What follows belongs to an exercise in optimizing a design on an open flow for small area; a production flow would make more cautious choices. Where RTL was checked, it was by simulation tests only, not by an equivalence proof against the original. Only the layout flow was run in run 6; the RTL was not checked for function there. Power is estimated from default activity; no workload was simulated.

`design.v`:
```
module debouncer(
    input clk,
    input rst,
    input btnIn,
    output wire btnOut,
    output wire btnNext      
);
    reg [2:0] cnt;
    reg btnO;
    assign btnOut = btnO;
    assign btnNext = ~btnIn & (cnt == 3'd7);
    always @(posedge clk) begin
        if (~rst) begin
            cnt <= 0;
            btnO <= 1'b0;
        end else begin
            btnO <= btnNext;
            if (btnIn)
                cnt <= (cnt == 3'd7) ? cnt : cnt + 3'd1;
            else
                cnt <= 0;
        end
    end
endmodule
module debouncer_long(
    input clk,
    input rst,
    input btnIn,
    output wire btnOut,
    output wire btnOutLong
);
    reg [4:0] cnt;
    reg btnO;
    reg btnL;
    assign btnOut = btnO;
    assign btnOutLong = btnL;
    always @(posedge clk) begin
        if (~rst) begin
            cnt <= 0;
            btnO <= 1'b0;
            btnL <= 1'b0;
        end else begin
            btnO <= ~btnIn & (cnt >= 5'd7);
            btnL <= ~btnIn & (cnt == 5'd21);
            if (btnIn)
                cnt <= (cnt == 5'd21) ? cnt : cnt + 5'd1;
            else
                cnt <= 0;
        end
    end
endmodule
module sonic(
    input clk,
    input rst,
    input ech,
    output trg,
    output [10:0] dist_cm,
    output [3:0] dist_m,
    output [5:0] dist_ft,
    output [8:0] dist_in
);
    reg [10:0] period_lfsr;      
    reg trig_r;
    reg counting;
    reg [5:0] rem;
    reg [2:0] r5;
    reg [7:0] t;
    reg [2:0] hold_r5;
    reg [7:0] hold_t;
    function [10:0] times5_plus;
        input [7:0] a;
        input [2:0] b;
        reg [10:0] x, y, z;
        reg cc;
        integer j;
        begin
            x = {1'b0, a, 2'b00};
            y = {3'b000, a};
            z = 0;
            cc = 1'b0;
            for (j = 0; j < 11; j = j + 1) begin
                z[j] = x[j] ^ y[j] ^ cc;
                cc = (x[j] & y[j]) | (x[j] & cc) | (y[j] & cc);
            end
            times5_plus = z + {8'd0, b};
        end
    endfunction
    assign trg = trig_r;
    assign dist_cm = times5_plus(hold_t, hold_r5);
    assign dist_m = hold_t / 5'd20;
    assign dist_ft = hold_t / 3'd6;
    assign dist_in = {hold_t, hold_r5 >= 3'd3};
    always @(posedge clk) begin
        if (~counting) begin
            hold_t <= t;
            hold_r5 <= r5;
        end
    end
    always @(posedge clk) begin
        if (~rst) begin
            period_lfsr <= 11'd1;
            trig_r <= 1'b0;
            counting <= 1'b0;
            r5 <= 0;
            t <= 0;
        end else begin
            period_lfsr <= (period_lfsr == 11'd1652) ? 11'd1
                           : {period_lfsr[9:0], period_lfsr[10] ^ period_lfsr[8]};
            if (period_lfsr == 11'd1)
                trig_r <= 1'b1;
            else if (period_lfsr == 11'd1026)
                trig_r <= 1'b0;
            if (ech) begin
                counting <= 1'b1;
                if (~counting) begin
                    rem <= 6'd1;
                    r5 <= 0;
                    t <= 0;
                end else if (rem == 6'd57) begin
                    rem <= 0;
                    if (r5 == 3'd4) begin
                        r5 <= 0;
                        t <= t + 8'd1;
                    end else begin
                        r5 <= r5 + 3'd1;
                    end
                end else begin
                    rem <= rem + 6'd1;
                end
            end else begin
                counting <= 1'b0;
            end
        end
    end
endmodule
module seg_dis(
    input [2:0] offset,
    input [1:0] data_left,
    input [1:0] data_type,
    input [18:0] value_to_display,
    output [7:0] segment,
    output [7:0] anode
);
    function [3:0] add3;
        input [3:0] x;
        begin
            case (x)
                4'd5: add3 = 4'd8;
                4'd6: add3 = 4'd9;
                4'd7: add3 = 4'd10;
                4'd8: add3 = 4'd11;
                4'd9: add3 = 4'd12;
                default: add3 = x;
            endcase
        end
    endfunction
    reg [23:0] bcd;
    reg [3:0] what_number;
    reg [2:0] equal_position;
    reg [3:0] digit;
    reg [7:0] seg_val;
    integer i, j;
    assign anode = ~(8'd1 << offset);
    assign segment = seg_val;
    always @(*) begin
        bcd = 0;
        for (i = 18; i >= 0; i = i - 1) begin
            for (j = 0; j < 6; j = j + 1)
                bcd[4*j +: 4] = add3(bcd[4*j +: 4]);
            bcd = {bcd[22:0], value_to_display[i]};
        end
        if (bcd[23:20] != 0)      equal_position = 6;
        else if (bcd[19:16] != 0) equal_position = 5;
        else if (bcd[15:12] != 0) equal_position = 4;
        else if (bcd[11:8] != 0)  equal_position = 3;
        else if (bcd[7:4] != 0)   equal_position = 2;
        else                      equal_position = 1;
        case (offset)
            3'd0: digit = bcd[3:0];
            3'd1: digit = bcd[7:4];
            3'd2: digit = bcd[11:8];
            3'd3: digit = bcd[15:12];
            3'd4: digit = bcd[19:16];
            default: digit = bcd[23:20];
        endcase
        if (data_left == 0) begin
            if (offset > equal_position) begin
                if (offset - 3'd1 == equal_position) begin
                    if (data_type == 0)
                        what_number = 11;
                    else if (data_type == 1)
                        what_number = 12;
                    else
                        what_number = 13;
                end else begin
                    what_number = 15;
                end
            end else if (offset == equal_position) begin
                what_number = 10;
            end else begin
                what_number = digit;
            end
        end else begin
            what_number = 14;
        end
    end
    always @(*) begin
        case (what_number)
            4'b0000: seg_val = 8'b11000000;  
            4'b0001: seg_val = 8'b11111001;  
            4'b0010: seg_val = 8'b10100100;  
            4'b0011: seg_val = 8'b10110000;  
            4'b0100: seg_val = 8'b10011001;  
            4'b0101: seg_val = 8'b10010010;  
            4'b0110: seg_val = 8'b10000010;  
            4'b0111: seg_val = 8'b11111000;  
            4'b1000: seg_val = 8'b10000000;  
            4'b1001: seg_val = 8'b10010000;  
            4'b1010: seg_val = 8'b10110111;  
            4'b1011: seg_val = 8'b11000111;  
            4'b1100: seg_val = 8'b10001000;  
            4'b1101: seg_val = 8'b11000001;  
            4'b1110: seg_val = 8'b10111111;  
            default: seg_val = 8'b11111111;  
        endcase
    end
endmodule
module crypto_dimension(
    input clk,
    input btns,
    input btnr,
    input btnd,
    input btnl,
    input btnu,
    input rst,
    input echo,
    input [15:0] sw,
    output led16_b,
    output led16_g,
    output led16_r,
    output led17_b,
    output led17_g,
    output led17_r,
    output trig,
    output [15:0] Led,
    output wire [7:0] seg,
    output wire [7:0] an
);
    wire [10:0] good_data;
    wire [3:0] dist_m;
    wire [5:0] dist_ft;
    wire [8:0] dist_in;
    wire s, r, d, l, u, d_long;
    wire r_next, l_next;
    reg rst_seen;
    reg [2:0] offset;
    reg [1:0] dat;
    reg [15:0] pw;
    reg auth;
    reg [15:0] enc_mask;
    reg [1:0] units;
    reg [1:0] dimension;
    reg [1:0] measurements_left;
    reg [1:0] dimension_id;
    reg [10:0] dim0, dim1, dim2;
    reg [1:0] l16;       
    reg l17_blue;        
    localparam [2:0] SEL_ZERO = 3'd0, SEL_A = 3'd1, SEL_B = 3'd2,
                     SEL_ORIG = 3'd3, SEL_SEC = 3'd4, SEL_FIRST = 3'd5;
    reg [6:0] storage_id;
    reg storage_full;
    reg [6:0] current;
    reg [18:0] orig_data;
    reg [18:0] sec_data;
    reg [18:0] first_data;
    reg [18:0] buf_a;
    reg [18:0] buf_b;
    reg [2:0] disp_sel;
    reg [2:0] next_sel;
    reg next_fetch;      
    reg [1880:0] ring;   
    reg [6:0] rot;
    reg pend_a;          
    reg pend_b;          
    reg [6:0] pend_slot;     
    reg [18:0] mul_lo;
    assign Led = sw & {16{auth}};
    assign led16_b = l16[1];
    assign led16_g = l16[0];
    assign led16_r = 1'b0;
    assign led17_b = (|l16) & l17_blue;
    assign led17_g = (|l16) & ~l17_blue;
    assign led17_r = 1'b0;
    function [18:0] mul19x11;
        input [18:0] x;
        input [10:0] y;
        reg [18:0] s, cy, pp, t, negs;
        reg [11:0] ye;
        reg one, two, neg, cc;
        integer i, j;
        begin
            ye = {y, 1'b0};
            s = 0;
            cy = 0;
            negs = 0;
            for (i = 0; i < 6; i = i + 1) begin
                one = ye[2*i] ^ ye[2*i+1];
                if (i < 5) begin
                    two = (ye[2*i+2] & ~ye[2*i+1] & ~ye[2*i]) | (~ye[2*i+2] & ye[2*i+1] & ye[2*i]);
                    neg = ye[2*i+2];
                end else begin
                    two = ye[11] & ye[10];
                    neg = 1'b0;
                end
                pp = ((({19{one}} & x) | ({19{two}} & (x << 1))) ^ {19{neg}}) << (2*i);
                negs[2*i] = neg;
                t = s ^ cy ^ pp;
                cy = ((s & cy) | (s & pp) | (cy & pp)) << 1;
                s = t;
            end
            t = s ^ cy ^ negs;
            cy = ((s & cy) | (s & negs) | (cy & negs)) << 1;
            s = t;
            cc = 1'b0;
            for (j = 0; j < 19; j = j + 1) begin
                mul19x11[j] = s[j] ^ cy[j] ^ cc;
                cc = (s[j] & cy[j]) | (s[j] & cc) | (cy[j] & cc);
            end
        end
    endfunction
    function [6:0] add_mod99;
        input [6:0] a;
        input [6:0] b;
        reg [7:0] sum;
        reg cc;
        integer j;
        begin
            cc = 1'b0;
            for (j = 0; j < 7; j = j + 1) begin
                sum[j] = a[j] ^ b[j] ^ cc;
                cc = (a[j] & b[j]) | (a[j] & cc) | (b[j] & cc);
            end
            sum[7] = cc;
            add_mod99 = (sum >= 8'd99) ? sum - 8'd99 : sum[6:0];
        end
    endfunction
    function [6:0] up_target;
        input [6:0] c;
        input [6:0] size;
        begin
            if (c == 7'd0 || c == 7'd127)
                up_target = size - 7'd1;
            else
                up_target = c - 7'd1;
        end
    endfunction
    reg rl, unlock, set_pw, auth_n, uu, ss, commit;
    reg [15:0] orig_lo;
    reg [6:0] sid_m1, size, c1, c2, cur_n, sid_inc, sid_n, size_n, x_n, newest_n, second_n;
    reg full_n;
    reg [1:0] id_a, id_b;
    reg [10:0] fac, d0n, d1n, d2n, mc;
    reg [1:0] ml_la, id_la;
    reg [10:0] ma_la, mb_la, mul_y;
    reg [18:0] mul_x, mul_out, hist_val;
    reg [2:0] sel_jump, disp_n, next_n, fetch_to;
    reg next_fetch_n, load_a, load_b;
    reg [6:0] add_a, slot;
    reg [18:0] tap;
    reg [6:0] slot_a, wslot;
    reg wr_a, wr_b, wr;
    reg [18:0] wdata;
    integer k;
    always @(*) begin
        rl = (r | l) & auth & rst;
        orig_lo = orig_data[15:0];
        set_pw = d_long & auth;
        unlock = d & ~auth & (pw == sw);
        auth_n = d ? unlock : auth;
        uu = u & auth_n & rst;
        ss = s & auth_n & rst;
        sid_m1 = storage_id - 7'd1;
        size = storage_full ? 7'd100 : storage_id;
        c1 = rl ? sid_m1 : current;
        c2 = uu ? up_target(c1, size) : c1;
        case (units)
            2'd0: fac = {7'd0, dist_m};
            2'd1: fac = good_data;
            2'd2: fac = {5'd0, dist_ft};
            default: fac = {2'd0, dist_in};
        endcase
        id_a = rl ? 2'd0 : dimension_id;
        d0n = (ss && id_a == 2'd0) ? fac : dim0;
        d1n = (ss && id_a == 2'd1) ? fac : dim1;
        d2n = (ss && id_a == 2'd2) ? fac : dim2;
        id_b = id_a + 2'd1;
        commit = ss && (id_b >= measurements_left);
        ml_la = dimension + 2'd1;
        id_la = (rl || ((r_next | l_next) && auth_n)) ? 2'd0 : dimension_id;
        if (ml_la == 2'd1)
            ma_la = (id_la == 2'd0) ? 11'd1 : dim0;
        else
            ma_la = (id_la == 2'd0) ? dim1 : dim0;
        if (ml_la == 2'd1)
            mb_la = 11'd1;
        else if (ml_la == 2'd2)
            mb_la = (id_la == 2'd2) ? dim1 : 11'd1;
        else
            mb_la = (id_la == 2'd2) ? dim1 : dim2;
        mc = (id_a < measurements_left || measurements_left == 2'd0) ? fac : 11'd1;
        mul_x = s ? mul_lo : {8'd0, ma_la};
        mul_y = s ? mc : mb_la;
        mul_out = mul19x11(mul_x, mul_y);
        sid_inc = (storage_id == 7'd99) ? 7'd0 : storage_id + 7'd1;
        sid_n = commit ? sid_inc : storage_id;
        full_n = storage_full | (commit && storage_id == 7'd99);
        size_n = full_n ? 7'd100 : sid_n;
        cur_n = ss ? ((sid_n != 7'd0) ? sid_n - 7'd1 : 7'd0) : c2;
        if (storage_id >= 7'd2 || (storage_id == 7'd1 && storage_full))
            sel_jump = SEL_SEC;
        else if (storage_id == 7'd1 || storage_full)
            sel_jump = SEL_ORIG;
        else
            sel_jump = SEL_ZERO;
        if (ss)
            disp_n = (sid_n == 7'd0) ? SEL_FIRST : SEL_ORIG;
        else if (uu && rl)
            disp_n = sel_jump;
        else if (uu)
            disp_n = next_sel;
        else if (rl)
            disp_n = (storage_id == 7'd0) ? SEL_ZERO : SEL_ORIG;
        else
            disp_n = disp_sel;
        x_n = up_target(cur_n, size_n);
        newest_n = (sid_n == 7'd0) ? 7'd99 : sid_n - 7'd1;
        second_n = (newest_n == 7'd0) ? 7'd99 : newest_n - 7'd1;
        if (commit)
            add_a = (storage_id == 7'd0) ? 7'd2 : (storage_id == 7'd99) ? 7'd1 : storage_id + 7'd1;
        else
            add_a = x_n;
        slot = add_mod99(add_a, rot);
        tap = 19'd0;
        for (k = 0; k < 13; k = k + 1)
            if (slot[6:3] == k)
                tap = ring[152*k +: 19];
        fetch_to = (disp_n == SEL_A) ? SEL_B : SEL_A;
        next_fetch_n = 1'b0;
        load_a = 1'b0;
        load_b = 1'b0;
        if (ss) begin
            if (commit)
                next_n = (sid_n >= 7'd2 || (sid_n == 7'd1 && full_n)) ? SEL_SEC : SEL_ORIG;
            else
                next_n = sel_jump;
        end else if (rl && !uu) begin
            next_n = sel_jump;
        end else if (uu || next_fetch) begin
            if (x_n == 7'd127)
                next_n = SEL_ZERO;
            else if (x_n == newest_n)
                next_n = SEL_ORIG;
            else if (x_n == second_n)
                next_n = SEL_SEC;
            else if (x_n == 7'd0)
                next_n = SEL_FIRST;
            else begin
                next_n = fetch_to;
                if (slot[2:0] == 3'd0) begin
                    load_a = (fetch_to == SEL_A);
                    load_b = (fetch_to == SEL_B);
                end else begin
                    next_fetch_n = 1'b1;
                end
            end
        end else begin
            next_n = next_sel;
        end
        case (disp_sel)
            SEL_A: hist_val = buf_a;
            SEL_B: hist_val = buf_b;
            SEL_ORIG: hist_val = orig_data;
            SEL_SEC: hist_val = sec_data;
            SEL_FIRST: hist_val = first_data;
            default: hist_val = 19'd0;
        endcase
        slot_a = (pend_slot >= 7'd98) ? 7'd0 : pend_slot + 7'd1;
        wr_a = pend_a && (slot_a[3:0] == 4'd0);
        wr_b = pend_b && (pend_slot[3:0] == 4'd0);
        wr = wr_a | wr_b;
        wslot = wr_a ? slot_a : pend_slot;
        wdata = wr_a ? orig_data : sec_data;
    end
    genvar p;
    generate
        for (p = 0; p < 99; p = p + 1) begin : ring_slot
            if (p % 16 == 0) begin : ins
                always @(posedge clk)
                    ring[19*p +: 19] <= (wr && wslot[6:4] == p / 16) ? wdata
                                                                     : ring[19*((p + 98) % 99) +: 19];
            end else begin : sh
                always @(posedge clk)
                    ring[19*p +: 19] <= ring[19*(p - 1) +: 19];
            end
        end
    endgenerate
    always @(posedge clk) begin
        rot <= (rot >= 7'd98) ? 7'd0 : rot + 7'd1;
        mul_lo <= mul_out;
        pend_slot <= commit ? slot : slot_a;
        if (~rst) begin
            pend_a <= 1'b0;
            pend_b <= 1'b0;
        end else if (commit) begin
            pend_a <= (storage_id != 7'd0);
            pend_b <= pend_a & ~wr_a;
        end else begin
            pend_a <= pend_a & ~wr_a;
            pend_b <= pend_b & ~wr_b;
        end
        if (load_a)
            buf_a <= tap;
        if (load_b)
            buf_b <= tap;
    end
    always @(posedge clk) begin
        if (rst) begin
            measurements_left <= dimension + 2'd1;
            if (commit) begin
                sec_data <= orig_data;
                if (storage_id == 7'd0)
                    first_data <= mul_out;
            end
        end
    end
    always @(posedge clk) begin
        if (~rst) begin
            rst_seen <= 1'b1;
            offset <= 3'd7;
            dat <= 0;
            pw <= 0;
            auth <= 1'b0;
            enc_mask <= 0;
            units <= 0;
            dimension <= 0;
            dimension_id <= 0;
            dim0 <= 0;
            dim1 <= 0;
            dim2 <= 0;
            l16 <= 0;
            storage_id <= 0;
            storage_full <= 1'b0;
            current <= 7'd127;
            orig_data <= 0;
            disp_sel <= SEL_ZERO;
            next_sel <= SEL_ZERO;
            next_fetch <= 1'b0;
        end else begin
            rst_seen <= 1'b0;
            offset <= rst_seen ? 3'd7 : offset + 3'd1;
            if (units[1] ? (l16 == 2'b10) : (l16 == 2'b01)) begin
                l16 <= 2'b00;
            end else begin
                l16 <= units[1] ? 2'b10 : 2'b01;
                l17_blue <= units[1] ^ units[0];
            end
            if (r && auth)
                units <= sw[1:0];
            if (l && auth)
                dimension <= dimension + 2'd1;
            if (set_pw)
                pw <= sw;
            auth <= auth_n;
            if (rst_seen)
                enc_mask <= 16'd5000;
            else if (d)
                enc_mask <= unlock ? 16'd0 : {5'd0, good_data} ^ orig_lo;
            if (ss) begin
                dim0 <= d0n;
                dim1 <= d1n;
                dim2 <= d2n;
                dat <= measurements_left - id_b;
                dimension_id <= commit ? 2'd0 : id_b;
            end else begin
                dimension_id <= id_a;
            end
            if (commit) begin
                orig_data <= mul_out;
                storage_id <= sid_n;
                storage_full <= full_n;
            end
            current <= cur_n;
            disp_sel <= disp_n;
            next_sel <= next_n;
            next_fetch <= next_fetch_n;
        end
    end
    debouncer dbs(clk, rst, btns, s, );
    debouncer dbr(clk, rst, btnr, r, r_next);
    debouncer dbl(clk, rst, btnl, l, l_next);
    debouncer dbu(clk, rst, btnu, u, );
    debouncer_long dbd(clk, rst, btnd, d, d_long);
    sonic MEASUREMENT(clk, rst, echo, trig, good_data, dist_m, dist_ft, dist_in);
    seg_dis DISP_SEG(offset, dat, dimension, hist_val ^ {3'd0, enc_mask}, seg, an);
endmodule
```
`flow/run.sh`:
```
#!/bin/bash
# Own layout flow:
#  1. the standard synthesis (standard.sh synth), unchanged;
#  2. its combinational logic mapped again for area with Yosys and ABC
#     (remap.tcl, remap.abc); every register and tie cell stays as it is;
#  3. the standard layout from floorplan to finish on that netlist, with
#     the clock tree built without dummy loads (CTS_ARGS).
# Each tool's output goes to a log file of its own in the work folder.
set -euo pipefail
WORK=$(pwd)
RES=$WORK/orfs/results/$FLOW_PLATFORM/crypto_dimension/base
PLAT=$FLOW_HOME/platforms/$FLOW_PLATFORM

bash standard.sh synth > 1_synth_standard.log 2>&1
cp "$RES/1_2_yosys.v" "$WORK/1_2_yosys_standard.v"

export REMAP_LIB=$PLAT/lib/sky130_fd_sc_hd__tt_025C_1v80.lib
export REMAP_IN=$WORK/1_2_yosys_standard.v
export REMAP_TOP=$FLOW_TOP
export REMAP_ABC=$WORK/flow/remap.abc
export REMAP_OUT=$RES/1_2_yosys.v
export REMAP_DONT_USE="$(sed -n '/DONT_USE_CELLS += /,/^$/p' "$PLAT/config.mk" | tr -d '\\' | sed 's/export DONT_USE_CELLS += //' | tr '\n' ' ')"
yosys -c flow/remap.tcl > 1_remap.log 2>&1
rm -f "$RES/1_synth.odb" "$RES/1_synth.sdc"

# plain buffers on the ports (the delay cells the default picks are larger)
export BUFFER_PORTS_ARGS="-buffer_cell sky130_fd_sc_hd__buf_1"
export CTS_ARGS="-sink_clustering_enable -repair_clock_nets -sink_clustering_size 21 -sink_clustering_max_diameter 55 -buf_list sky130_fd_sc_hd__clkbuf_8 -dont_use_dummy_load"
bash standard.sh > 2_layout.log 2>&1
```
`flow/remap.abc`:
```
strash
&get -n
&deepsyn -T 120
&put
dch -f
amap -m -F 4 -A 8
mfs2
strash
dch -f
amap -m -F 4 -A 8
topo
```
`flow/remap.tcl`:
```
# Re-map the combinational logic of the standard synthesis netlist for area.
# Every register and tie cell is kept as it is (same instance, name and cell).
yosys -import
set lib $::env(REMAP_LIB)
read_liberty -ignore_miss_func $lib
read_verilog -noblackbox $::env(REMAP_IN)
hierarchy -top $::env(REMAP_TOP)
# the sequential and tie cells stay as they are
blackbox =sky130_fd_sc_hd__*df* =sky130_fd_sc_hd__*dl* =sky130_fd_sc_hd__conb_*
setattr -set keep 1 t:sky130_fd_sc_hd__*df* t:sky130_fd_sc_hd__*dl* t:sky130_fd_sc_hd__conb_*
flatten
opt_clean -purge
opt_expr
opt_clean -purge
set du {}
foreach c $::env(REMAP_DONT_USE) { lappend du -dont_use $c }
abc -liberty $lib {*}$du -script $::env(REMAP_ABC)
opt_clean -purge
splitnets
opt_clean -purge
hilomap -singleton -hicell sky130_fd_sc_hd__conb_1 HI -locell sky130_fd_sc_hd__conb_1 LO
insbuf -buf sky130_fd_sc_hd__buf_4 A X
opt_clean -purge
select -module $::env(REMAP_TOP)
stat -liberty $lib
write_verilog -noattr -nohex -nodec -selected $::env(REMAP_OUT)
```
`standard.sh`:
```
#!/bin/bash
# synth_recipe.tcl (not shown) runs the flow's synth.tcl, then flattens the netlist and writes it again
# the make line also repeats each setting of config.mk as NAME=value (left out here)
make -C /OpenROAD-flow-scripts/flow DESIGN_CONFIG=/design/flow/config.mk WORK_HOME=/design/flow/orfs CLKGATE_MAP_FILE= SYNTH_SCRIPT=/design/flow/synth_recipe.tcl "${@:-finish}"
```
`config.mk`:
```
export PLATFORM = sky130hd
export DESIGN_NAME = crypto_dimension
export DESIGN_NICKNAME = crypto_dimension
export VERILOG_FILES = /design/flow/design.v
export SDC_FILE = /design/flow/constraint.sdc
export NUM_CORES = 8
export LEC_CHECK = 0
export ABC_AREA = 1
export CAP_MARGIN = 0
export CORE_MARGIN = 2
export CORE_UTILIZATION = 60
export GPL_TIMING_DRIVEN = 0
export PLACE_DENSITY = 0.72
export SLEW_MARGIN = 0
```
`constraint.sdc`:
```
create_clock -name core_clock -period 250.0 [get_ports {clk}]
set_input_delay 50.0000 -clock core_clock [delete_from_list [all_inputs] [get_ports {clk}]]
set_output_delay 50.0000 -clock core_clock [all_outputs]
set_load 0.01 [all_outputs]
```
==> out/qor.txt, run 1 <==
Largest net degree at the start of global routing: 50
Int Pwr: 0.419 mW
RSZ-0062 raised after global routing: no
Area Overhead vs Synth: 7.54%
Layout Nets: 5155
DIE AREA: 0.101 mm^2
GPL Wtd Cong: 0.903
Post-DP HPWL: 81800 um
Syn. warnings: 5
Worst-Skew Late Latency: 0.86 ns
DIE HEIGHT: 317 um
Multi-input gate area: 0.0133 mm^2
Total global-route track usage: 23.9%
Arrival time at the worst endpoint: 50.52 ns
VDD IR-drop max: 9.43 uV
Sw frac: 24.1%
Total gr overflow: 0
Setup crit end kind: output pin
Clock Power Share: 26.1%
Max transition margin: 4.98%
Post-cts gate resize count: 0
PD cells: 8.69 mW/mm^2
Antenna violations before repair: 5
Clk slew on worst S/H paths: 0.11 ns
Row count: 114
Number of port buffers: 59
Post-route DRC: 0
First-pass iteration count of the detailed router: 9
Vias in the first global route: 33200
Worst Hold Class: reg2reg
Tcrit/Tclk final: 40.2%
Cells after Synth: 4899
Ports: 63
Status: complete, no violations
Fraction of layout cells with a size suffix above 1: 4.02%
Num CTS Buffers: 134
CTS tree: built
Clock buffer depth: 3
Register Area: 0.0446 mm^2
CP Class: in2out
Via count: 35500
Clock Skews: 0.115 ns
Post-CTS Setup Inserts: 0
Core Util, Final: 65.4%
DRT iter0 DRCs: 2817
Final setup viols: 0
Fmax: 0.00995 GHz
Combinational share of power: 9.5%
Fin crit period: 100.52 ns
Die Width: 317 um
Pleak: 23.4 nW
Routed wire length: 122000 um
Netlist Area Pre-Place: 0.0590 mm^2
Hold Vio Cnt, Final: 0
Clk sinks: 2180
Drt via density: 5.54
Critical Path Start Type: input pin
Pins Over Slew Limit: 0
Req. time, crit path: 200.00 ns
Filler cell count in the final layout: 7235
Least-Margin Pin Slew: 1.43 ns
Root Buffer: clkbuf_8
Switch Pwr: 0.133 mW
Avg Inst Size Synth: 12.0 um^2
Wire length per cell: 19.1 um
Crit-path max FO: 4
Final setup TNS: 0 ns
First-pass GRT wire length: 187000 um
Reg power frac: 64.4%
Core area: 0.0970 mm^2
Starting density of the core: 60.8%
Routed Antenna Nets: 0
H-Tree Depth: 4
Post-CTS Hold Buffers: 0
Max-cap viol count: 0
[critical path, cell delays in order]
cell	delay, ns
buf_1	0.10
clkinv_1	0.14
nor2_1	0.11
buf_1	0.16
[state kept, by name, summed over array words and instances, names as in the netlist, 16 cells and up]
signal      cells
first_data     19
mul_lo         19
pw             16
enc_mask       16
buf_b          19
buf_a          19
orig_data      19
ring         1881
sec_data       19
[final timing paths]
kind / start / endpoint / slack [ns] / cells after the start
worst max-delay path: sw[1] / Led[1] / 149.48 / 4
worst min register to register: ring[764]$_DFF_P_ / ring[783]$_DFF_P_ / 0.27 / 0
worst max register to register: dbs.btnO$_SDFF_PN0_ / buf_b[10]$_DFFE_PP_ / 230.31 / 56
worst min-delay path: ring[764]$_DFF_P_ / ring[783]$_DFF_P_ / 0.27 / 0
[cell type report]
class / count / share of cell area (%)
sequential: 2180 / 70.3
multi-input combinational: 2394 / 21.0
clock buffer: 134 / 2.91
tap: 1276 / 2.52
inverter: 323 / 1.91
timing repair buffer: 95 / 1.26
buffer: 3 / 0.0296
antenna: 1 / 0.00395
[cells in the final DEF, fill, tap and decap left out, types with 12 or more instances in the layout]
cell	n
dfxtp_1	2084
nor2_1	511
o21ai_0	354
clkinv_1	322
nand2_1	319
a21oi_1	259
o22ai_1	242
o22a_1	150
clkbuf_8	134
edfxtp_1	96
a222oi_1	90
buf_1	59
nor3_1	43
a22oi_1	39
nor2b_1	39
o21a_1	30
or2_0	26
nand3_1	26
a221oi_1	22
a31oi_1	18
nor2_4	17
a21o_1	15
o32ai_1	15
o2111ai_1	14
a211oi_1	12
a21boi_0	12
[stage by stage]
step	instances	hold slack (ns)	setup WS (ns)	total power, mW	cell area (um^2)
6_report	6406	0.267	149.48	0.551	63400
5_1_grt	6406	0.250	149.41	0.574	63400
4_1_cts	6401	0.261	149.47	0.554	63300
3_5_place_dp	6267	0.312	149.47	0.415	61500
3_3_place_gp	6235	0.310	149.48	0.412	60800
2_1_floorplan	4900	0.310	149.73	0.402	59000
[power groups by stage]
stage	combinational, mW	sequential [mW]	clock [mW]
detailed placement	0.0517	0.363	0
global route	0.0596	0.356	0.159
floorplan	0.0397	0.362	0
global placement	0.0495	0.363	0
finish	0.0523	0.355	0.144
CTS	0.0520	0.355	0.147
[metal layers]
metal  track usage [%]  routed length [um]  vias up
li1                  -                   -    17600
met1              33.1               56600    16600
met2              38.2               54900     1064
met3              3.91                6820      247
met4              8.38                3830        0
met5                 0                   0        -
==> run 2, diff against run 1 <==
--- a/config.mk
+++ b/config.mk
@@ -11,3 +11,2 @@
 export CORE_UTILIZATION = 60
-export GPL_TIMING_DRIVEN = 0
 export PLACE_DENSITY = 0.72
==> run 2 against run 1 <==
  * Synthesized cell count did not move
  * Critical path depth unchanged
  * Via count is 0.62% lower
  * Core utilization shrank 0.20 points
  * Clock power hardly changed
  * Area after synthesis is the same
  * Global-route usage increased by 0.45 points
  * Flip-flop and latch count unchanged
  * Wire length is 0.90% higher
  * Design area is 0.31% lower
  * Largest cell class unchanged
  * Highest routed layer unchanged
==> out/qor.txt, run 2 <==
Delay of the slowest critical-path stage: 0.16 ns (about the same)
Hold Path Cell Cnt: 0 (unchanged)
Row count: 114 (unchanged)
Least-Margin Pin Slew: 1.26 ns (-0.168 ns)
Most flops, register: ring
Largest net degree at the start of global routing: 49 (-2.0%)
Hold Crit Start: ring[345]$_DFF_P_
Clock Power Share: 26.1% (about the same)
Fin crit period: 100.51 ns (-0.0150 ns)
Netlist Area Pre-Place: 0.0590 mm^2 (unchanged)
Setup slack after layout: 149.49 ns (+0.0150 ns)
Worst Setup SP: sw[0]
Vias in the first global route: 33700 (+1.4%)
Setup crit end kind: output pin
Post-CTS Hold Buffers: 0 (unchanged)
Fraction of layout cells with a size suffix above 1: 4.44% (+0.43 points)
Max FFs per register: 1881 (unchanged)
Arrival time at the worst endpoint: 50.51 ns (about the same)
Final setup viols: 0 (unchanged)
Depth of the worst register-to-register path: 64 (+14%)
Cells after Synth: 4899 (unchanged)
DIE AREA: 0.101 mm^2 (unchanged)
Sw frac: 24.1% (about the same)
Placed instance area: 0.0613 mm^2 (-0.24%)
Wire length per cell: 19.2 um (+0.48%)
Tcrit/Tclk final: 40.2% (about the same)
Status: complete, no violations
Post-CTS Setup Inserts: 0 (unchanged)
VDD IR-drop max: 8.56 uV (-9.2%)
Post-Place Setup Slack: 149.49 ns (+0.0180 ns)
Clock Skews: 0.116 ns (+0.000614 ns)
Antenna violations before repair: 3 (-2)
Drt via density: 5.48 (-1.0%)
H-Tree Depth: 4 (unchanged)
Clk sinks: 2180 (unchanged)
Hold Vio Cnt, Final: 0 (unchanged)
Total global-route track usage: 24.3% (+0.45 points)
Most common cell on crit path: buf_1
Most common cell after layout, fill and taps aside: dfxtp_1
Most frequent cells in the layout: dfxtp_1 (2084), nor2_1 (512), o21ai_0 (356)
Worst Hold Class: reg2reg
Req. time, crit path: 200.00 ns (about the same)
Switch Pwr: 0.133 mW (+0.11%)
Int Pwr: 0.419 mW (about the same)
GPL Wtd Cong: 0.898 (-0.54%)
Crit-path max FO: 5 (+1)
Slowest stage cell on the critical path: buf_1
Met2 Track Usage GR: 38.5% (+0.27 points)
Die Width: 317 um (unchanged)
Root Buffer: clkbuf_8
First-pass iteration count of the detailed router: 9 (unchanged)
Worst-Skew Late Latency: 0.83 ns (-0.03 ns)
Filler cell count in the final layout: 7269 (+0.47%)
Pleak: 23.4 nW (+0.11%)
Post-route DRC: 0 (unchanged)
Busiest grt layer: met2
Max transition margin: 16.2% (+11 points)
Final setup TNS: 0 ns (unchanged)
Number of port buffers: 59 (unchanged)
Fmax: 0.00995 GHz (about the same)
Core area: 0.0970 mm^2 (unchanged)
Ports: 63 (unchanged)
Avg Inst Size Synth: 12.0 um^2 (unchanged)
Starting density of the core: 60.8% (unchanged)
Post-cts gate resize count: 0 (unchanged)
Total gr overflow: 0 (unchanged)
Syn. warnings: 5 (unchanged)
Combinational share of power: 9.5% (about the same)
Final instance area: 0.0632 mm^2 (-0.31%)
RSZ-0062 raised after global routing: no
M1 GR Usage: 33.9% (+0.81 points)
Clk slew on worst S/H paths: 0.10 ns (about the same)
CTS tree: built
FF-to-FF Start: pw[15]$_SDFFE_PN0P_
Critical Path Start Type: input pin
PD cells: 8.73 mW/mm^2 (+0.40%)
DIE HEIGHT: 317 um (unchanged)
Worst-path cell chain: buf_1 > clkinv_1 > nor2_1 > buf_1
Area Overhead vs Synth: 7.21%
First-pass GRT wire length: 190000 um (+1.5%)
Reg power frac: 64.4% (about the same)
Routed Antenna Nets: 0 (unchanged)
Core Util, Final: 65.2% (-0.20 points)
DRT iter0 DRCs: 2998 (+6.4%)
Num CTS Buffers: 135 (+0.75%)
Routed wire length: 123000 um (+0.90%)
Post-DP HPWL: 80400 um (-1.7%)
Layout Nets: 5180 (+0.48%)
Pins Over Slew Limit: 0 (unchanged)
Met3 Track Usage GR: 3.86% (-0.051 points)
Via count: 35200 (-0.62%)
Clock buffer depth: 3 (unchanged)
CP Class: in2out
Max-cap viol count: 0 (unchanged)
run 2: power by group through the flow:
stage	clock network, mW	registers, mW	logic, mW
final	0.144	0.355	0.0523
after global routing	0.160	0.356	0.0604
after CTS	0.147	0.355	0.0521
after detailed placement	0	0.363	0.0518
after global placement	0	0.363	0.0502
after floorplan	0	0.362	0.0397
run 2: path summary, 6_finish.rpt:
| kind | endpoint | slack [ns] |
|---|---|---|
| max reg2reg | buf_a[5]$_DFFE_PP_ | 234.44 |
| min | ring[364]$_DFF_P_ | 0.25 |
| max | Led[0] | 149.49 |
| min reg2reg | ring[364]$_DFF_P_ | 0.25 |
run 2: worst max-delay path, delay by kind of cell:
| kind | cells | cell delay, ns |
|---|---|---|
| buf+inv | 3 | 0.39 |
| simple gates | 1 | 0.12 |
run 2: cell type report:
| cell class | count | area [um^2] | share of cell area (%) |
|---|---|---|---|
| Tap cell | 1276 | 1600 | 2.53 |
| Timing Repair Buffer | 122 | 696 | 1.10 |
| Multi-Input combinational cell | 2394 | 13200 | 20.9 |
| Inverter | 323 | 1210 | 1.92 |
| Antenna cell | 3 | 7.51 | 0.0119 |
| Clock buffer | 135 | 1860 | 2.94 |
| Sequential cell | 2180 | 44600 | 70.6 |
run 2: layer usage:
layer,share of wire (%),wire length (um)
met5,0,0
met1,47,58200
met2,44,54500
met4,3.3,4070
met3,5.2,6440
run 2: metrics by stage:
| step | hold slack (ns) | power [mW] | cells |
|---|---|---|---|
| detailed placement | 0.312 | 0.415 | 6295 |
| global placement | 0.309 | 0.413 | 6295 |
| floorplan | 0.310 | 0.402 | 4900 |
| CTS | 0.249 | 0.555 | 6430 |
| finish | 0.246 | 0.552 | 6433 |
| global route | 0.252 | 0.576 | 6433 |
==> run 3, diff against run 2 <==
--- a/flow/run.sh
+++ b/flow/run.sh
@@ -27,3 +27,3 @@
 export BUFFER_PORTS_ARGS="-buffer_cell sky130_fd_sc_hd__buf_1"
-export CTS_ARGS="-sink_clustering_enable -repair_clock_nets -sink_clustering_size 21 -sink_clustering_max_diameter 55 -buf_list sky130_fd_sc_hd__clkbuf_8 -dont_use_dummy_load"
+export CTS_ARGS="-repair_clock_nets -buf_list sky130_fd_sc_hd__clkbuf_8 -dont_use_dummy_load"
 bash standard.sh > 2_layout.log 2>&1
==> run 3 against run 2 <==
  * Sequential share of layout area is 2.1 points lower
  * Area after synthesis stayed put
  * Wire length is 2.6% higher
  * Global-route usage is 0.67 points higher
  * Still clean
  * Register-to-register slack hardly changed
  * Highest routed layer unchanged
  * Maximum frequency hardly changed
  * Core utilization is 2.0 points higher
  * Critical endpoint unchanged
==> out/qor.txt, run 3 <==
Fin crit period: 100.52 ns (+0.0100 ns)
Reg power frac: 58.3% (-6.1 points)
Total gr overflow: 0 (unchanged)
Switch Pwr: 0.144 mW (+8.7%)
FF-to-FF Start: pw[15]$_SDFFE_PN0P_
Root Buffer: clkbuf_8
Number of port buffers: 59 (unchanged)
Depth of the worst register-to-register path: 63 (-1.6%)
Req. time, crit path: 200.00 ns (about the same)
Die Width: 317 um (unchanged)
First-pass GRT wire length: 196000 um (+3.0%)
Wire length per cell: 19.3 um (+0.48%)
GPL Wtd Cong: 0.898 (unchanged)
Worst-Skew Late Latency: 0.89 ns (+0.06 ns)
Post-DP HPWL: 80400 um (unchanged)
Avg Inst Size Synth: 12.0 um^2 (unchanged)
CTS tree: built
Clk sinks: 2180 (unchanged)
H-Tree Depth: 8 (+4)
Placed insts: 6295 (unchanged)
Total global-route track usage: 25.0% (+0.67 points)
Max FFs per register: 1881 (unchanged)
First-pass iteration count of the detailed router: 9 (unchanged)
Worst Hold Class: reg2reg
Starting density of the core: 60.8% (unchanged)
Drt via density: 5.51 (+0.53%)
DRT iter0 DRCs: 2858 (-4.7%)
Vias in the first global route: 35200 (+4.5%)
Setup crit end kind: output pin
Syn. warnings: 5 (unchanged)
Post-cts gate resize count: 0 (unchanged)
Pleak: 24.4 nW (+4.2%)
Hold Crit Start: ring[1129]$_DFF_P_
Max-cap viol count: 0 (unchanged)
DIE HEIGHT: 317 um (unchanged)
Clock Skews: 0.0708 ns (-0.0449 ns)
Final instance area: 0.0651 mm^2 (+3.0%)
Routed wire length: 127000 um (+2.6%)
Hold Path Cell Cnt: 0 (unchanged)
Post-route DRC: 0 (unchanged)
Hold Vio Cnt, Final: 0 (unchanged)
Post-CTS Hold Buffers: 0 (unchanged)
CP Class: in2out
Antenna violations before repair: 2 (-1)
Netlist Area Pre-Place: 0.0590 mm^2 (unchanged)
Core area: 0.0970 mm^2 (unchanged)
Largest net degree at the start of global routing: 49 (unchanged)
Final setup TNS: 0 ns (unchanged)
Area Overhead vs Synth: 10.4%
DIE AREA: 0.101 mm^2 (unchanged)
Final setup viols: 0 (unchanged)
Routed Antenna Nets: 0 (unchanged)
Clk slew on worst S/H paths: 0.11 ns (about the same)
Reg2Reg Setup Slack: 234.45 ns (about the same)
Via count: 36200 (+2.7%)
Ports: 63 (unchanged)
Tcrit/Tclk final: 40.2% (about the same)
Int Pwr: 0.466 mW (+11%)
Placed instance area: 0.0613 mm^2 (unchanged)
Sw frac: 23.6% (-0.43 points)
Most common cell after layout, fill and taps aside: dfxtp_1
Crit-path max FO: 5 (unchanged)
Max transition margin: 21.8% (+5.6 points)
Core Util, Final: 67.1% (+2.0 points)
PD cells: 9.37 mW/mm^2 (+7.4%)
Filler cell count in the final layout: 7003 (-3.7%)
Fraction of layout cells with a size suffix above 1: 6.93% (+2.5 points)
Hold endpoint: ring[1148]$_DFF_P_
Clock Power Share: 33.1% (+7.0 points)
VDD IR-drop max: 8.57 uV (+0.11%)
Arrival time at the worst endpoint: 50.52 ns (about the same)
Critical Path Start Type: input pin
Combinational share of power: 8.6% (-0.9 points)
Most frequent cells in the layout: dfxtp_1 (2084), nor2_1 (512), o21ai_0 (356)
Cells after Synth: 4899 (unchanged)
Layout Nets: 5318 (+2.7%)
Least-Margin Pin Slew: 1.17 ns (-0.0857 ns)
Status: complete, no violations
Num CTS Buffers: 273 (+100%)
Clock buffer depth: 3 (unchanged)
Row count: 114 (unchanged)
Fmax: 0.00995 GHz (about the same)
R2R Path End: buf_a[6]$_DFFE_PP_
Fin cells: 6571 (+2.1%)
Pins Over Slew Limit: 0 (unchanged)
RSZ-0062 raised after global routing: no
Most flops, register: ring
Post-CTS Setup Inserts: 0 (unchanged)
run 3: layout make-up:
cell class              instances  area, um^2  area share, %
diodes                          3        7.51         0.0115
flip-flops and latches       2180       44600           68.5
repair buffers                122         696           1.07
clock buffers                 273        3760           5.77
well taps                    1276        1600           2.45
multi-input cells            2394       13200           20.3
inverters                     323        1210           1.86
run 3: critical path, stage by stage:
cell	delay [ns]
buf_1	0.08
clkinv_1	0.16
nor2_1	0.12
buf_1	0.16
run 3: worst max path at each step:
stage          slack (ns)  endpoint  start
2_1_floorplan      149.73    Led[0]  sw[0]
3_3_place_gp       149.49    Led[0]  sw[0]
3_5_place_dp       149.49    Led[0]  sw[0]
4_1_cts            149.48    Led[0]  sw[0]
5_1_grt            149.41    Led[0]  sw[0]
6_report           149.48    Led[0]  sw[0]
run 3: power by group through the flow:
stage	clock network [mW]	registers [mW]	logic, mW
2_1_floorplan	0	0.362	0.0397
3_3_place_gp	0	0.363	0.0502
3_5_place_dp	0	0.363	0.0518
4_1_cts	0.206	0.355	0.0521
5_1_grt	0.220	0.356	0.0604
6_report	0.202	0.356	0.0525
run 3: metrics by stage:
| step | power (mW) | setup WS [ns] | hold slack, ns |
|---|---|---|---|
| 2_1_floorplan | 0.402 | 149.73 | 0.310 |
| 3_3_place_gp | 0.413 | 149.49 | 0.309 |
| 3_5_place_dp | 0.415 | 149.49 | 0.312 |
| 4_1_cts | 0.614 | 149.48 | 0.288 |
| 5_1_grt | 0.637 | 149.41 | 0.285 |
| 6_report | 0.610 | 149.48 | 0.285 |
run 3: metal layers:
layer / part of all wire [%] / track usage (%)
met3: 5.0 / 3.90
met5: 0 / 0
met1: 47 / 34.5
met2: 46 / 40.0
met4: 2.6 / 9.51
==> run 4, diff against run 3 <==
--- a/flow/run.sh
+++ b/flow/run.sh
@@ -27,3 +27,3 @@
 export BUFFER_PORTS_ARGS="-buffer_cell sky130_fd_sc_hd__buf_1"
-export CTS_ARGS="-repair_clock_nets -buf_list sky130_fd_sc_hd__clkbuf_8 -dont_use_dummy_load"
+export CTS_ARGS="-sink_clustering_enable -repair_clock_nets -sink_clustering_size 21 -sink_clustering_max_diameter 55 -buf_list {sky130_fd_sc_hd__clkbuf_4 sky130_fd_sc_hd__clkbuf_8} -dont_use_dummy_load"
 bash standard.sh > 2_layout.log 2>&1
==> run 4 against run 3 <==
  * Highest routed layer unchanged
  * Die area unchanged
  * Register-to-register slack is essentially flat
  * Critical path depth unchanged
  * Still clean on timing, DRC and antenna
  * Design area shrank 2.9%
==> out/qor.txt, run 4 <==
Tcrit/Tclk final: 40.2% (about the same)
Post-Place Setup Slack: 149.49 ns (unchanged)
Drt via density: 5.48 (-0.52%)
Wire length per cell: 19.2 um (-0.48%)
Root Buffer: clkbuf_8
Starting density of the core: 60.8% (unchanged)
Switch Pwr: 0.133 mW (-8.0%)
Most common cell after layout, fill and taps aside: dfxtp_1
PD cells: 8.73 mW/mm^2 (-6.9%)
Number of port buffers: 59 (unchanged)
Routed wire length: 123000 um (-2.6%)
First-pass iteration count of the detailed router: 9 (unchanged)
First-pass GRT wire length: 190000 um (-2.9%)
Area Overhead vs Synth: 7.21%
Reg2Reg Setup Slack: 234.44 ns (about the same)
Req. time, crit path: 200.00 ns (about the same)
Reg power frac: 64.4% (+6.1 points)
Clk slew on worst S/H paths: 0.10 ns (about the same)
Fin crit period: 100.51 ns (-0.0100 ns)
Multi-input gate area: 0.0132 mm^2 (unchanged)
Ports: 63 (unchanged)
Slowest stage cell on the critical path: buf_1
Hold endpoint: ring[364]$_DFF_P_
Fraction of layout cells with a size suffix above 1: 4.44% (-2.5 points)
Register Area: 0.0446 mm^2 (unchanged)
DIE HEIGHT: 317 um (unchanged)
Max-cap viol count: 0 (unchanged)
Arrival time at the worst endpoint: 50.51 ns (about the same)
Hold Path Cell Cnt: 0 (unchanged)
Hold Vio Cnt, Final: 0 (unchanged)
DIE AREA: 0.101 mm^2 (unchanged)
Clock buffer depth: 3 (unchanged)
Delay of the slowest critical-path stage: 0.16 ns (about the same)
Filler cell count in the final layout: 7269 (+3.8%)
DRT iter0 DRCs: 2998 (+4.9%)
Vias in the first global route: 33700 (-4.3%)
Max FFs per register: 1881 (unchanged)
FF-to-FF Start: pw[15]$_SDFFE_PN0P_
Total gr overflow: 0 (unchanged)
Max transition margin: 16.2% (-5.6 points)
Syn. warnings: 5 (unchanged)
Sw frac: 24.1% (+0.43 points)
Clock Power Share: 26.1% (-7.0 points)
Setup slack after layout: 149.49 ns (+0.0100 ns)
Worst-Skew Late Latency: 0.83 ns (-0.06 ns)
Core area: 0.0970 mm^2 (unchanged)
Row count: 114 (unchanged)
Int Pwr: 0.419 mW (-10%)
Cells after Synth: 4899 (unchanged)
Depth of the worst register-to-register path: 64 (+1.6%)
Pins Over Slew Limit: 0 (unchanged)
Final setup viols: 0 (unchanged)
Crit-path max FO: 5 (unchanged)
Combinational share of power: 9.5% (+0.9 points)
Most common cell on crit path: buf_1
CP Class: in2out
Worst-path cell chain: buf_1 > clkinv_1 > nor2_1 > buf_1
H-Tree Depth: 4 (-4)
Die Width: 317 um (unchanged)
Hold Crit Start: ring[345]$_DFF_P_
Via count: 35200 (-2.6%)
CTS tree: built
Layout Nets: 5180 (-2.6%)
Post-cts gate resize count: 0 (unchanged)
Netlist Area Pre-Place: 0.0590 mm^2 (unchanged)
Final setup TNS: 0 ns (unchanged)
R2R Path End: buf_a[5]$_DFFE_PP_
Most frequent cells in the layout: dfxtp_1 (2084), nor2_1 (512), o21ai_0 (356)
Antenna violations before repair: 3 (+1)
Clk sinks: 2180 (unchanged)
Least-Margin Pin Slew: 1.26 ns (+0.0857 ns)
Total global-route track usage: 24.3% (-0.67 points)
Status: complete, no violations
Largest net degree at the start of global routing: 49 (unchanged)
Avg Inst Size Synth: 12.0 um^2 (unchanged)
Post-CTS Setup Inserts: 0 (unchanged)
Num CTS Buffers: 135 (-51%)
GPL Wtd Cong: 0.898 (unchanged)
RSZ-0062 raised after global routing: no
Most flops, register: ring
VDD IR-drop max: 8.56 uV (-0.11%)
Routed Antenna Nets: 0 (unchanged)
Critical Path Start Type: input pin
Post-CTS Hold Buffers: 0 (unchanged)
Fmax: 0.00995 GHz (about the same)
Setup crit end kind: output pin
Worst Hold Class: reg2reg
Delay-heaviest family, CP: buffers and inverters
Buffers and inverters on the worst path: 3 (unchanged)
Post-route DRC: 0 (unchanged)
Pleak: 23.4 nW (-4.1%)
Clock Skews: 0.116 ns (+0.0449 ns)
Post-DP HPWL: 80400 um (unchanged)
[run 4: final cells by class]
class,count,share of cell area [%]
Inverter,323,1.92
Clock buffer,135,2.94
Antenna cell,3,0.0119
Tap cell,1276,2.53
Timing Repair Buffer,122,1.10
Multi-Input combinational cell,2394,20.9
Sequential cell,2180,70.6
[run 4: layer usage]
metal | share of wire [%] | global-route usage, % | vias up | wire, um
li1 | - | - | 17600 | -
met1 | 47 | 33.9 | 16300 | 58200
met2 | 44 | 38.5 | 1030 | 54500
met3 | 5.2 | 3.86 | 252 | 6440
met4 | 3.3 | 9.26 | 0 | 4070
met5 | 0 | 0 | - | 0
[run 4: how the worst max path moves through the flow]
stage / start / to / cells past startpoint
after floorplan: sw[0] / Led[0] / 2
after global placement: sw[0] / Led[0] / 4
after detailed placement: sw[0] / Led[0] / 4
after CTS: sw[0] / Led[0] / 4
after global routing: sw[0] / Led[0] / 4
final: sw[0] / Led[0] / 4
[run 4: per-stage QoR]
| step | utilization, % | total power, mW | cells | area [um^2] | hold slack, ns |
|---|---|---|---|---|---|
| global placement | 63.2 | 0.413 | 6295 | 61300 | 0.309 |
| CTS | 65.2 | 0.555 | 6430 | 63200 | 0.249 |
| detailed placement | 63.2 | 0.415 | 6295 | 61300 | 0.312 |
| global route | 65.2 | 0.576 | 6433 | 63200 | 0.252 |
| finish | 65.2 | 0.552 | 6433 | 63200 | 0.246 |
| floorplan | - | 0.402 | 4900 | 59000 | 0.310 |
[run 4: power by group through the flow]
| stage | sequential [mW] | clock (mW) | combinational (mW) |
|---|---|---|---|
| after floorplan | 0.362 | 0 | 0.0397 |
| after global placement | 0.363 | 0 | 0.0502 |
| after detailed placement | 0.363 | 0 | 0.0518 |
| after CTS | 0.355 | 0.147 | 0.0521 |
| after global routing | 0.356 | 0.160 | 0.0604 |
| final | 0.355 | 0.144 | 0.0523 |
==> run 5, diff against run 4 <==
--- a/flow/run.sh
+++ b/flow/run.sh
@@ -27,3 +27,3 @@
 export BUFFER_PORTS_ARGS="-buffer_cell sky130_fd_sc_hd__buf_1"
-export CTS_ARGS="-sink_clustering_enable -repair_clock_nets -sink_clustering_size 21 -sink_clustering_max_diameter 55 -buf_list {sky130_fd_sc_hd__clkbuf_4 sky130_fd_sc_hd__clkbuf_8} -dont_use_dummy_load"
+export CTS_ARGS="-sink_clustering_enable -sink_clustering_levels 1 -repair_clock_nets -sink_clustering_size 21 -sink_clustering_max_diameter 55 -buf_list sky130_fd_sc_hd__clkbuf_8 -dont_use_dummy_load"
 bash standard.sh > 2_layout.log 2>&1
==> run 5 against run 4 <==
  * Maximum frequency unchanged
  * Cell count unchanged
  * Non-clock buffer count unchanged
  * Worst hold slack unchanged
  * Still clean on timing, DRC and antenna
  * Sequential share of layout area unchanged
  * Sequential power about the same
  * Combinational power about the same
  * Global-route usage unchanged
  * Die area unchanged
  * Via count unchanged
==> out/qor.txt, run 5 <==
Setup crit end kind: output pin
Post-route DRC: 0 (unchanged)
FF-to-FF Start: pw[15]$_SDFFE_PN0P_
Clock buffer depth: 3 (unchanged)
Row count: 114 (unchanged)
Fraction of layout cells with a size suffix above 1: 4.44% (unchanged)
Placed instance area: 0.0613 mm^2 (unchanged)
Total gr overflow: 0 (unchanged)
Worst Hold Class: reg2reg
Hold Crit Start: ring[345]$_DFF_P_
First-pass GRT wire length: 190000 um (unchanged)
Core Util, Final: 65.2% (unchanged)
Layout Nets: 5180 (unchanged)
Arrival time at the worst endpoint: 50.51 ns (about the same)
Least-Margin Pin Slew: 1.26 ns (unchanged)
Reg2Reg Setup Slack: 234.44 ns (about the same)
Largest net degree at the start of global routing: 49 (unchanged)
Worst-path cell chain: buf_1 > clkinv_1 > nor2_1 > buf_1
Cells after Synth: 4899 (unchanged)
Routed Antenna Nets: 0 (unchanged)
Max-cap viol count: 0 (unchanged)
Max FFs per register: 1881 (unchanged)
Critical Path Start Type: input pin
Die Width: 317 um (unchanged)
Slowest stage cell on the critical path: buf_1
Pleak: 23.4 nW (unchanged)
Max transition margin: 16.2% (unchanged)
Syn. warnings: 5 (unchanged)
Final setup viols: 0 (unchanged)
Crit-path max FO: 5 (unchanged)
Number of port buffers: 59 (unchanged)
DRT iter0 DRCs: 2998 (unchanged)
Most common cell on crit path: buf_1
Setup slack after layout: 149.49 ns (unchanged)
PD cells: 8.73 mW/mm^2 (unchanged)
Starting density of the core: 60.8% (unchanged)
Delay-heaviest family, CP: buffers and inverters
Fmax: 0.00995 GHz (unchanged)
Post-CTS Setup Inserts: 0 (unchanged)
Clk sinks: 2180 (unchanged)
DIE HEIGHT: 317 um (unchanged)
Wire length per cell: 19.2 um (unchanged)
Drt via density: 5.48 (unchanged)
Worst-Skew Late Latency: 0.83 ns (about the same)
Hold Vio Cnt, Final: 0 (unchanged)
CP Class: in2out
Netlist Area Pre-Place: 0.0590 mm^2 (unchanged)
GPL Wtd Cong: 0.898 (unchanged)
Status: complete, no violations
Pins Over Slew Limit: 0 (unchanged)
Num CTS Buffers: 135 (unchanged)
H-Tree Depth: 4 (unchanged)
Most common cell after layout, fill and taps aside: dfxtp_1
Post-cts gate resize count: 0 (unchanged)
Avg Inst Size Synth: 12.0 um^2 (unchanged)
Via count: 35200 (unchanged)
Area Overhead vs Synth: 7.21% (unchanged)
Final instance area: 0.0632 mm^2 (unchanged)
Post-Place Setup Slack: 149.49 ns (unchanged)
Root Buffer: clkbuf_8
Ports: 63 (unchanged)
Routed wire length: 123000 um (unchanged)
First-pass iteration count of the detailed router: 9 (unchanged)
CTS tree: built
Req. time, crit path: 200.00 ns (about the same)
Buffers and inverters on the worst path: 3 (unchanged)
DIE AREA: 0.101 mm^2 (unchanged)
Post-CTS Hold Buffers: 0 (unchanged)
Tcrit/Tclk final: 40.2% (unchanged)
Min Hold Slack: 0.246 ns (unchanged)
Delay of the slowest critical-path stage: 0.16 ns (about the same)
Core area: 0.0970 mm^2 (unchanged)
Vias in the first global route: 33700 (unchanged)
Clk slew on worst S/H paths: 0.10 ns (about the same)
Post-DP HPWL: 80400 um (unchanged)
Final setup TNS: 0 ns (unchanged)
Total global-route track usage: 24.3% (unchanged)
Fin crit period: 100.51 ns (unchanged)
Most frequent cells in the layout: dfxtp_1 (2084), nor2_1 (512), o21ai_0 (356)
Antenna violations before repair: 3 (unchanged)
VDD IR-drop max: 8.56 uV (unchanged)
Most flops, register: ring
RSZ-0062 raised after global routing: no
Worst Setup SP: sw[0]
Clock Skews: 0.116 ns (unchanged)
## run 5: cell counts in the layout (fill, tap and decap cells not counted)
Identical to the previous run, type by type.
## run 5: routing by layer
metal / up-vias / track usage (%) / wire [um]
met3: 252 / 3.86 / 6440
met1: 16300 / 33.9 / 58200
met4: 0 / 9.26 / 4070
met5: - / 0 / 0
li1: 17600 / - / -
met2: 1030 / 38.5 / 54500
## run 5: layout make-up
type | count | area (um^2)
inverter | 323 | 1210
timing repair buffer | 122 | 696
multi-input combinational | 2394 | 13200
sequential | 2180 | 44600
antenna | 3 | 7.51
fill | 7269 | 33800
tap | 1276 | 1600
clock buffer | 135 | 1860
## run 5: final timing paths
check                  endpoint  cells past startpoint
min           ring[364]$_DFF_P_                      0
max reg2reg  buf_a[5]$_DFFE_PP_                     64
min reg2reg   ring[364]$_DFF_P_                      0
max                      Led[0]                      4
## run 5: per-stage QoR
stage / instances / power, mW
2_1_floorplan: 4900 / 0.402
3_3_place_gp: 6295 / 0.413
3_5_place_dp: 6295 / 0.415
4_1_cts: 6430 / 0.555
5_1_grt: 6433 / 0.576
6_report: 6433 / 0.552
## run 5: power breakdown
group	leakage (nW)	switching [mW]	internal [mW]
sequential	17.8	0.00209	0.353
clock	0.971	0.0954	0.0488
combinational	4.68	0.0353	0.0170
==> run 6, diff against run 5 <==
--- a/design.v
+++ b/design.v
@@ -358,3 +358,3 @@
     reg [15:0] orig_lo;
-    reg [6:0] sid_m1, size, c1, c2, cur_n, sid_inc, sid_n, size_n, x_n, newest_n, second_n;
+    reg [6:0] sid_m1, size, c1, c2, cur_n, sid_inc, sid_n, x_n, newest_n, second_n;
     reg full_n;
@@ -416,3 +416,2 @@
         full_n = storage_full | (commit && storage_id == 7'd99);
-        size_n = full_n ? 7'd100 : sid_n;
         cur_n = ss ? ((sid_n != 7'd0) ? sid_n - 7'd1 : 7'd0) : c2;
@@ -434,5 +433,5 @@
             disp_n = disp_sel;
-        x_n = up_target(cur_n, size_n);
-        newest_n = (sid_n == 7'd0) ? 7'd99 : sid_n - 7'd1;
-        second_n = (newest_n == 7'd0) ? 7'd99 : newest_n - 7'd1;
+        x_n = up_target(c2, size);
+        newest_n = (storage_id == 7'd0) ? 7'd99 : sid_m1;
+        second_n = (storage_id == 7'd0) ? 7'd98 : (storage_id == 7'd1) ? 7'd99 : storage_id - 7'd2;
         if (commit)
--- a/flow/run.sh
+++ b/flow/run.sh
@@ -27,3 +27,3 @@
 export BUFFER_PORTS_ARGS="-buffer_cell sky130_fd_sc_hd__buf_1"
-export CTS_ARGS="-sink_clustering_enable -sink_clustering_levels 1 -repair_clock_nets -sink_clustering_size 21 -sink_clustering_max_diameter 55 -buf_list sky130_fd_sc_hd__clkbuf_8 -dont_use_dummy_load"
+export CTS_ARGS="-sink_clustering_enable -repair_clock_nets -sink_clustering_size 21 -sink_clustering_max_diameter 55 -buf_list sky130_fd_sc_hd__clkbuf_8 -dont_use_dummy_load"
 bash standard.sh > 2_layout.log 2>&1
==> run 6 against run 5 <==
  * Critical path type unchanged
  * Still clean
  * Area after synthesis is essentially flat
  * Design area is essentially flat
  * Total power shrank 4.5%
  * Wire length grew 1.9%
==> out/qor.txt, run 6 <==
Status: complete, no violations
Clock buffer depth: 3 (unchanged)
PD cells: 8.34 mW/mm^2 (-4.4%)
Wire length per cell: 19.6 um (+2.4%)
Worst Hold Class: reg2reg
Drt via density: 5.58 (+1.8%)
Max-cap viol count: 0 (unchanged)
Clk sinks: 2180 (unchanged)
First-pass GRT wire length: 190000 um (-0.10%)
M1 GR Usage: 34.6% (+0.67 points)
Busiest grt layer: met2
Max transition margin: 23.3% (+7.2 points)
Pleak: 23.2 nW (-0.84%)
Antenna violations before repair: 4 (+1)
Most flops, register: ring
Cells after Synth: 4863 (-0.73%)
Hold Vio Cnt, Final: 0 (unchanged)
Fmax: 0.00994 GHz (about the same)
Number of port buffers: 59 (unchanged)
Setup slack after layout: 149.44 ns (-0.0560 ns)
Delay-heaviest family, CP: buffers and inverters
GPL Wtd Cong: 0.938 (+4.4%)
VDD IR-drop max: 6.37 uV (-26%)
Fraction of layout cells with a size suffix above 1: 4.49% (+0.048 points)
DRT iter0 DRCs: 3016 (+0.60%)
Num CTS Buffers: 134 (-0.74%)
Setup crit end kind: output pin
Avg Inst Size Synth: 12.1 um^2 (+0.67%)
Fin crit period: 100.56 ns (+0.0560 ns)
Post-DP HPWL: 81500 um (+1.3%)
Met2 Track Usage GR: 39.3% (+0.82 points)
Delay of the slowest critical-path stage: 0.17 ns (about the same)
Post-CTS Setup Inserts: 0 (unchanged)
Routed wire length: 126000 um (+1.9%)
Row count: 114 (unchanged)
Post-CTS Hold Buffers: 0 (unchanged)
Max FFs per register: 1881 (unchanged)
Buffers and inverters on the worst path: 3 (unchanged)
Clock Skews: 0.0998 ns (-0.0159 ns)
Total power: 0.527 mW (-4.5%)
Total global-route track usage: 24.7% (+0.44 points)
Core Util, Final: 65.1% (about the same)
Tcrit/Tclk final: 40.2% (about the same)
RSZ-0062 raised after global routing: no
Vias in the first global route: 33200 (-1.4%)
Die Width: 317 um (about the same)
Slowest stage cell on the critical path: buf_1
Routed Antenna Nets: 0 (unchanged)
Total gr overflow: 0 (unchanged)
First-pass iteration count of the detailed router: 7 (-2)
DIE AREA: 0.101 mm^2 (about the same)
Clk slew on worst S/H paths: 0.11 ns (about the same)
Post-cts gate resize count: 0 (unchanged)
Largest net degree at the start of global routing: 52 (+6.1%)
Area Overhead vs Synth: 7.24% (about the same)
H-Tree Depth: 4 (unchanged)
Req. time, crit path: 200.00 ns (about the same)
Worst-path cell chain: buf_1 > clkinv_1 > nor2_1 > buf_1
Arrival time at the worst endpoint: 50.56 ns (+0.05 ns)
Post-Place Setup Slack: 149.44 ns (-0.0510 ns)
Core area: 0.0970 mm^2 (unchanged)
Met3 Track Usage GR: 3.91% (+0.050 points)
Final setup TNS: 0 ns (unchanged)
Netlist Area Pre-Place: 0.0589 mm^2 (about the same)
Layout Nets: 5147 (-0.64%)
DIE HEIGHT: 317 um (about the same)
Least-Margin Pin Slew: 1.15 ns (-0.108 ns)
CP Class: in2out
Most common cell on crit path: buf_1
Most common cell after layout, fill and taps aside: dfxtp_1
Worst-Skew Late Latency: 0.85 ns (+0.02 ns)
Most frequent cells in the layout: dfxtp_1 (2084), nor2_1 (532), clkinv_1 (361)
Final setup viols: 0 (unchanged)
Syn. warnings: 5 (unchanged)
Root Buffer: clkbuf_8
Crit-path max FO: 3 (-2)
Post-route DRC: 0 (unchanged)
Critical Path Start Type: input pin
Pins Over Slew Limit: 0 (unchanged)
Filler cell count in the final layout: 7299 (+0.41%)
Starting density of the core: 60.7% (about the same)
Ports: 63 (unchanged)
CTS tree: built
Via count: 35700 (+1.3%)
## run 6: through the flow
| stage | cells | cell area (um^2) | hold WS, ns |
|---|---|---|---|
| floorplan | 4864 | 58900 | 0.310 |
| global placement | 6263 | 61300 | 0.310 |
| detailed placement | 6263 | 61300 | 0.312 |
| CTS | 6397 | 63200 | 0.249 |
| global route | 6400 | 63200 | 0.247 |
| finish | 6401 | 63200 | 0.254 |
## run 6: area by class of cell
class	instances	area (um^2)	area share [%]
Sequential cell	2180	44600	70.6
Multi-Input combinational cell	2320	13000	20.6
Clock buffer	134	1840	2.92
Tap cell	1276	1600	2.53
Inverter	361	1360	2.14
Timing Repair Buffer	126	726	1.15
Antenna cell	4	10.0	0.0158
## run 6: worst paths after layout
path                     start                  end  slack, ns  cells after the start
max reg2reg    auth$_SDFF_PN0_  buf_a[18]$_DFFE_PP_     238.48                     47
max                      sw[0]               Led[0]     149.44                      4
min          ring[102]$_DFF_P_    ring[121]$_DFF_P_       0.25                      0
min reg2reg  ring[102]$_DFF_P_    ring[121]$_DFF_P_       0.25                      0
## run 6: where the power goes
| part | leakage, nW | internal [mW] | total, mW | switching (mW) |
|---|---|---|---|---|
| Clock | 0.963 | 0.0485 | 0.144 | 0.0953 |
| Sequential | 17.6 | 0.353 | 0.355 | 0.00187 |
| Combinational | 4.61 | 0.00917 | 0.0282 | 0.0190 |
| Total | 23.2 | 0.411 | 0.527 | 0.116 |
## run 6: per-layer routing
layer  up-vias  wire length, um
li1      17500                -
met1     16800            57700
met2      1147            56600
met3       240             7310
met4         0             3930
met5         -                0
## run 6: worst register-to-register path, delay by kind of cell, from the launching register on
| kind | cells | cell delay (ns) |
|---|---|---|
| AO/OA/AOI/OAI | 15 | 3.98 |
| buffers and inverters | 7 | 2.21 |
| flip-flops | 1 | 0.39 |
| AND/OR/NAND/NOR | 25 | 4.50 |

==> separate check: timing with driven ports <==
Ports are ideal in the flow. The routed layouts listed here were re-timed in OpenROAD. Step 1 assumes that a clkbuf_16 drives the clock port and a buf_2 every other input. Step 2 moves the port delays by t, midway between the first and last clock arrival at a register: inputs arrive t later, outputs are due t later. That takes back most of the time a late clock gives input paths. Slacks: ideal / step 1 / step 2; pairs: ideal / step 1.
| run | shift t [ns] | setup slack, ns | worst setup path at the end | worst data-port slew with drivers (ns) |
|---|---|---|---|---|
| run 1 | 0.855 | 149.477 / 149.445 / 149.445 | input to output | 0.04 |
| run 2 | 0.845 | 149.492 / 149.467 / 149.467 | input to output | 0.04 |
| run 3 | 0.912 | 149.482 / 149.459 / 149.459 | input to output | 0.04 |
| run 4 | 0.845 | 149.492 / 149.467 / 149.467 | input to output | 0.04 |
| run 5 | 0.845 | 149.492 / 149.467 / 149.467 | input to output | 0.04 |
| run 6 | 0.869 | 149.436 / 149.414 / 149.414 | input to output | 0.05 |
After both steps setup and hold are still met in every run listed. The setup slack of run 1, which loses most, moves by -0.032 ns with the drivers and by -0.032 ns with both steps.
